This is an optimization exercise on Yosys and OpenROAD, whose aim is small area, a short achievable clock period and few clock cycles per item, not a production implementation.
Only simulation tests tie the RTL to the original design; equivalence was not proved.
Power and IR drop assume default switching activity.

## job 396
// rsa_wrapper
module rsa_wrapper #(parameter N = 512, parameter LOGN = 9)
(
    input           clk,
    input           resetn,
    input  [  31:0] arm_to_fpga_cmd,
    input           arm_to_fpga_cmd_valid,
    output          fpga_to_arm_done,
    input           fpga_to_arm_done_read,
    input           arm_to_fpga_data_valid,
    output          arm_to_fpga_data_ready,
    input  [N-1:0] arm_to_fpga_data,
    output          fpga_to_arm_data_valid,
    input           fpga_to_arm_data_ready,
    output [N-1:0] fpga_to_arm_data);
Size in the first run: roughly 21000 cells after synthesis, roughly 4800 flip-flops, about 1100 I/O pins.
==> flow/config.mk <==
export PLATFORM = sky130hd
export DESIGN_NAME = rsa_wrapper
export DESIGN_NICKNAME = rsa_wrapper
export VERILOG_FILES = /design/flow/design.v
export SDC_FILE = /design/flow/constraint.sdc
export NUM_CORES = 8
export LEC_CHECK = 0
export CAP_MARGIN = 20
export CORE_MARGIN = 2
export CORE_UTILIZATION = 50
export CTS_CLUSTER_DIAMETER = 150
export CTS_CLUSTER_SIZE = 20
export SETUP_SLACK_MARGIN = 5
export SLEW_MARGIN = 20
==> flow/constraint.sdc <==
create_clock -name core_clock -period 9.0 [get_ports {clk}]
set_input_delay 1.8000 -clock core_clock [delete_from_list [all_inputs] [get_ports {clk}]]
set_output_delay 1.8000 -clock core_clock [all_outputs]
set_load 0.01 [all_outputs]
run.sh (not shown) runs the stock make flow with config.mk's settings and CLKGATE_MAP_FILE= SYNTH_SCRIPT=/design/flow/synth_recipe.tcl, a recipe that flattens the netlist after the stock synthesis.
Job 396 completed; timing, DRC and antenna clean
Testbench counts of job 396, summed over its fixed seeds: cycles 402,877, ops 12.
### job 396 -> job 4036
Settings: CAP_MARGIN: 20 -> 30; CORE_UTILIZATION: 50 -> 40; PLACE_DENSITY: unset -> 0.65; SLEW_MARGIN: 20 -> 50.
- Job 4036 was carried through to the last stage, and its layout satisfied the timing, design-rule and antenna checks.
- Job 4036 vs job 396 on post-cts repair resize count: job 4036 is the higher one.
- Summary of job 4036 over job 396: global-route wire length before repair now sits higher, wire length +1.3%, clock period minus worst slack has decreased.
Edits applied to the flow inputs when going from job 4036 to job 9451:
Settings: a change of CORE_UTILIZATION from 40 to 60; a change of PLACE_DENSITY from 0.65 to 0.7.
Findings:
Re cell area: job 9451 is 1.6% down on job 4036.
Job 4036 → job 9451: non-clock inverter total of the final layout held; final weighted congestion in routability-driven placement now larger; routed wire length on met2 now sits lower; area growth from synthesis to layout fell 1.9 points.
Sequential share of layout area is higher on job 9451
Between job 9451 and job 4036, die area is higher for job 4036, job 9451 comes in under that.
Taking job 4036 over job 9451, the final standard cell count with taps included and fillers excluded ratio works out to 1.10.
Higher maximum frequency among job 9451 and job 4036: job 4036
## Diff of input files: job 5250 against job 9451
Settings: PLACE_DENSITY no longer set, was 0.7; CORE_UTILIZATION now 45, was 60.
Notes after the runs:
- Compared with job 9451, in job 5250 total power neither gained nor lost much, fmax higher, smallest hold slack went down 0.0060 ns, synthesized cell count barely changed, part of the total power dissipated in combinational logic held steady.
- On job 5250: global-route total usage across every layer is 12 points lower than what job 9451 gave.
- Number of clock buffers inserted by TritonCTS: job 5250 > job 9451
- Job 9451 fits on a die that is smaller than the die of job 5250.
- Job 5250 vs job 9451 on initial cell density of the core: job 5250 is the lower one.
- Pre-CTS worst setup slack, job 9451 and job 5250: lower on job 5250
- Wire length delta for job 5250 relative to job 9451: 3.6% higher

========
## run 1
Another version of the RTL of rsa_wrapper (not shown whole).
Size in the first run: about 22000 cells after synthesis, ~4800 flip-flops, ~1100 I/O pins, roughly 250000 um^2 of cells after synthesis.
make LEC_CHECK=0 CAP_MARGIN=30 CORE_MARGIN=2 CORE_UTILIZATION=50 CTS_CLUSTER_DIAMETER=150 CTS_CLUSTER_SIZE=20 SETUP_SLACK_MARGIN=5 SLEW_MARGIN=50 finish   # period 9.0 ns
Run 1 reached the end of the flow, and the finished layout is clean on the timing, design-rule and antenna checks.
Testbench counts of run 1, summed over its fixed seeds: cycles 402,877, ops 12.
Setup changes, run 1 to run 5
Settings: changing CORE_UTILIZATION from 50 to 45.
==> comparison <==
From run 1 to run 5 the numbers moved as follows: post-route worst setup slack did not really move; number of cells produced by synthesis did not really move; proportion of power drawn by combinational gates did not really move.
Comparing run 5 and run 1, the lower setup skew after layout is on run 1.
The layout inverter count without the clock tree of run 1 and that of run 5 are within noise of each other.
Run 5 ended up with a higher clock network fraction of total power than run 1 did.
Final standard cell area without fillers, run 5 vs run 1: up slightly
Diff run 1 -> run 5 | average via count per standard cell | down by a few percent
Comparing run 5 and run 1, the lower area of the die is on run 1.

========
RTL: one of the versions met above, not the one the previous note started from.
For scale: ~21,000 cells after synthesis, ~4,800 flip-flops, about 1,100 I/O pins, about 250,000 sq um of cells after synthesis.
export LEC_CHECK = 0
export CAP_MARGIN = 30
export CORE_MARGIN = 2
export CORE_UTILIZATION = 40
export CTS_CLUSTER_DIAMETER = 150
export CTS_CLUSTER_SIZE = 20
export SETUP_SLACK_MARGIN = 5
export SLEW_MARGIN = 50
create_clock -name core_clock -period 9.0 [get_ports {clk}]
The first run completed, yet does not pass: antenna violations.
Testbench counts at the start, summed over its fixed seeds: cycles 402,877, ops 12.
Edit:
--- a/flow/config.mk
+++ b/flow/config.mk
@@ -9,3 +9,3 @@
 export CORE_MARGIN = 2
-export CORE_UTILIZATION = 40
+export CORE_UTILIZATION = 50
 export CTS_CLUSTER_DIAMETER = 150
This time the run finished with timing, DRC and antenna clean.
Routed wire length decreases by 1.9%.
Design area decreases by 0.66%.
Worst setup slack gets better by 0.0074 ns.
Flip-flop and latch count stays the same.
Power decreases by 0.51%.
Global-route usage increases by 8.8 points.
Non-clock buffer count increases by 29.
Register-to-register slack barely changes.
Clock power stays flat.
Via count increases by 0.68%.
Hold slack gets worse by 0.062 ns.

========
P:
rsa_wrapper, a different RTL version from the one above (not shown whole).
Size in the first run: ~4200 flip-flops, roughly 1100 I/O pins, about 250000 um2 of cells after synthesis.
Settings: LEC_CHECK=0, ABC_CLOCK_PERIOD_IN_PS=3500, CAP_MARGIN=30, CORE_MARGIN=2, CORE_UTILIZATION=35, SETUP_SLACK_MARGIN=5, SLEW_MARGIN=50; clock period 9.0 ns.
P completed; timing, DRC and antenna clean
Testbench counts of P, summed over its fixed seeds: cycles 443,592, ops 12.
Inputs modified between P and Q:
# P
export LEC_CHECK = 0
export ABC_CLOCK_PERIOD_IN_PS = 3500
export CAP_MARGIN = 30
export CORE_MARGIN = 2
export CORE_UTILIZATION = 35
export SETUP_SLACK_MARGIN = 5
export SLEW_MARGIN = 50
create_clock -name core_clock -period 9.0 [get_ports {clk}]
# Q
export LEC_CHECK = 0
export CAP_MARGIN = 30
export CORE_MARGIN = 2
export CORE_UTILIZATION = 35
export SETUP_SLACK_MARGIN = 0.3
export SLEW_MARGIN = 50
create_clock -name core_clock -period 9.0 [get_ports {clk}]
--- outcome ---
- The final layout from Q, which completed every stage, passed the timing, design-rule and antenna checks at the end of the flow.
- On critical path data required time: between Q and P, it ends up lower for Q.
- Compared with P, power after layout in Q decreased by more than 10%.
- In the flow results for Q and P, the sequential fraction of design power is larger on Q.
- Comparing P against Q, there is no change at all in die span in x.
- Q vs P — setup fix buffers added after clock tree synthesis dropped 869.
- The higher normalized max-slew margin came out of Q.
- Cmp Q vs P: proportion of power drawn by combinational gates lower in Q
- Comparing the two runs side by side, Q comes out ahead of P on cell area after layout.
- From Q to P, number of distinct library cell variants in the gate-level netlist after synthesis did not move at all.
- Going from P to Q, the number of global-route vias before repair was found to have gone down by 11122.
- Q improves on P in post-detailed-routing wire length.

[static timing again, ports no longer ideal]
How much do the figures lean on ideal ports? The routed layouts below were timed once more, with nothing changed but the port constraints.
Step 1: set_driving_cell puts a clkbuf_16 on clk and a buf_2 on each other input, an assumption about the parent block.
Step 2 times the ports against the registers' clock, not the clock port: input delays grow and output delays shrink by t, the midpoint of the rising clock arrivals with the driver on.
a / b / c = no drivers / after step 1 / after step 2; a / b = the first two.
run	shift t [ns]	setup WS [ns]	hold WS [ns]	worst setup path after step 2	clock arrival spread, ns
job 396	1.150	4.801 / 4.801 / 4.263	0.263 / 0.263 / 0.263	input to register	0.115 / 0.115
job 4036	1.194	4.857 / 4.768 / 4.157	0.289 / 0.289 / 0.289	input to register	0.108 / 0.108
job 9451	1.139	4.752 / 4.752 / 4.464	0.264 / 0.264 / 0.264	input to register	0.098 / 0.099
job 5250	1.192	4.862 / 4.792 / 4.257	0.258 / 0.258 / 0.258	input to register	0.117 / 0.117
run 1	1.144	4.812 / 4.786 / 4.621	0.306 / 0.306 / 0.306	input to register	0.066 / 0.066
run 5	1.187	4.813 / 4.787 / 4.457	0.282 / 0.282 / 0.282	input to register	0.112 / 0.112
the first run of note 3	1.173	4.904 / 4.776 / 4.511	0.294 / 0.294 / 0.294	input to register	0.086 / 0.087
the second run of note 3	1.143	4.912 / 4.806 / 4.303	0.232 / 0.232 / 0.232	input to register	0.127 / 0.127
P	1.261	2.476 / 2.476 / 2.476	0.327 / 0.327 / 0.327	register to register	0.138 / 0.138
Q	1.246	1.462 / 1.462 / 1.462	0.320 / 0.320 / 0.320	register to register	0.094 / 0.094
For job 4036, which loses most, drivers alone change the setup slack by -0.089 ns; drivers and shift together by -0.700 ns.
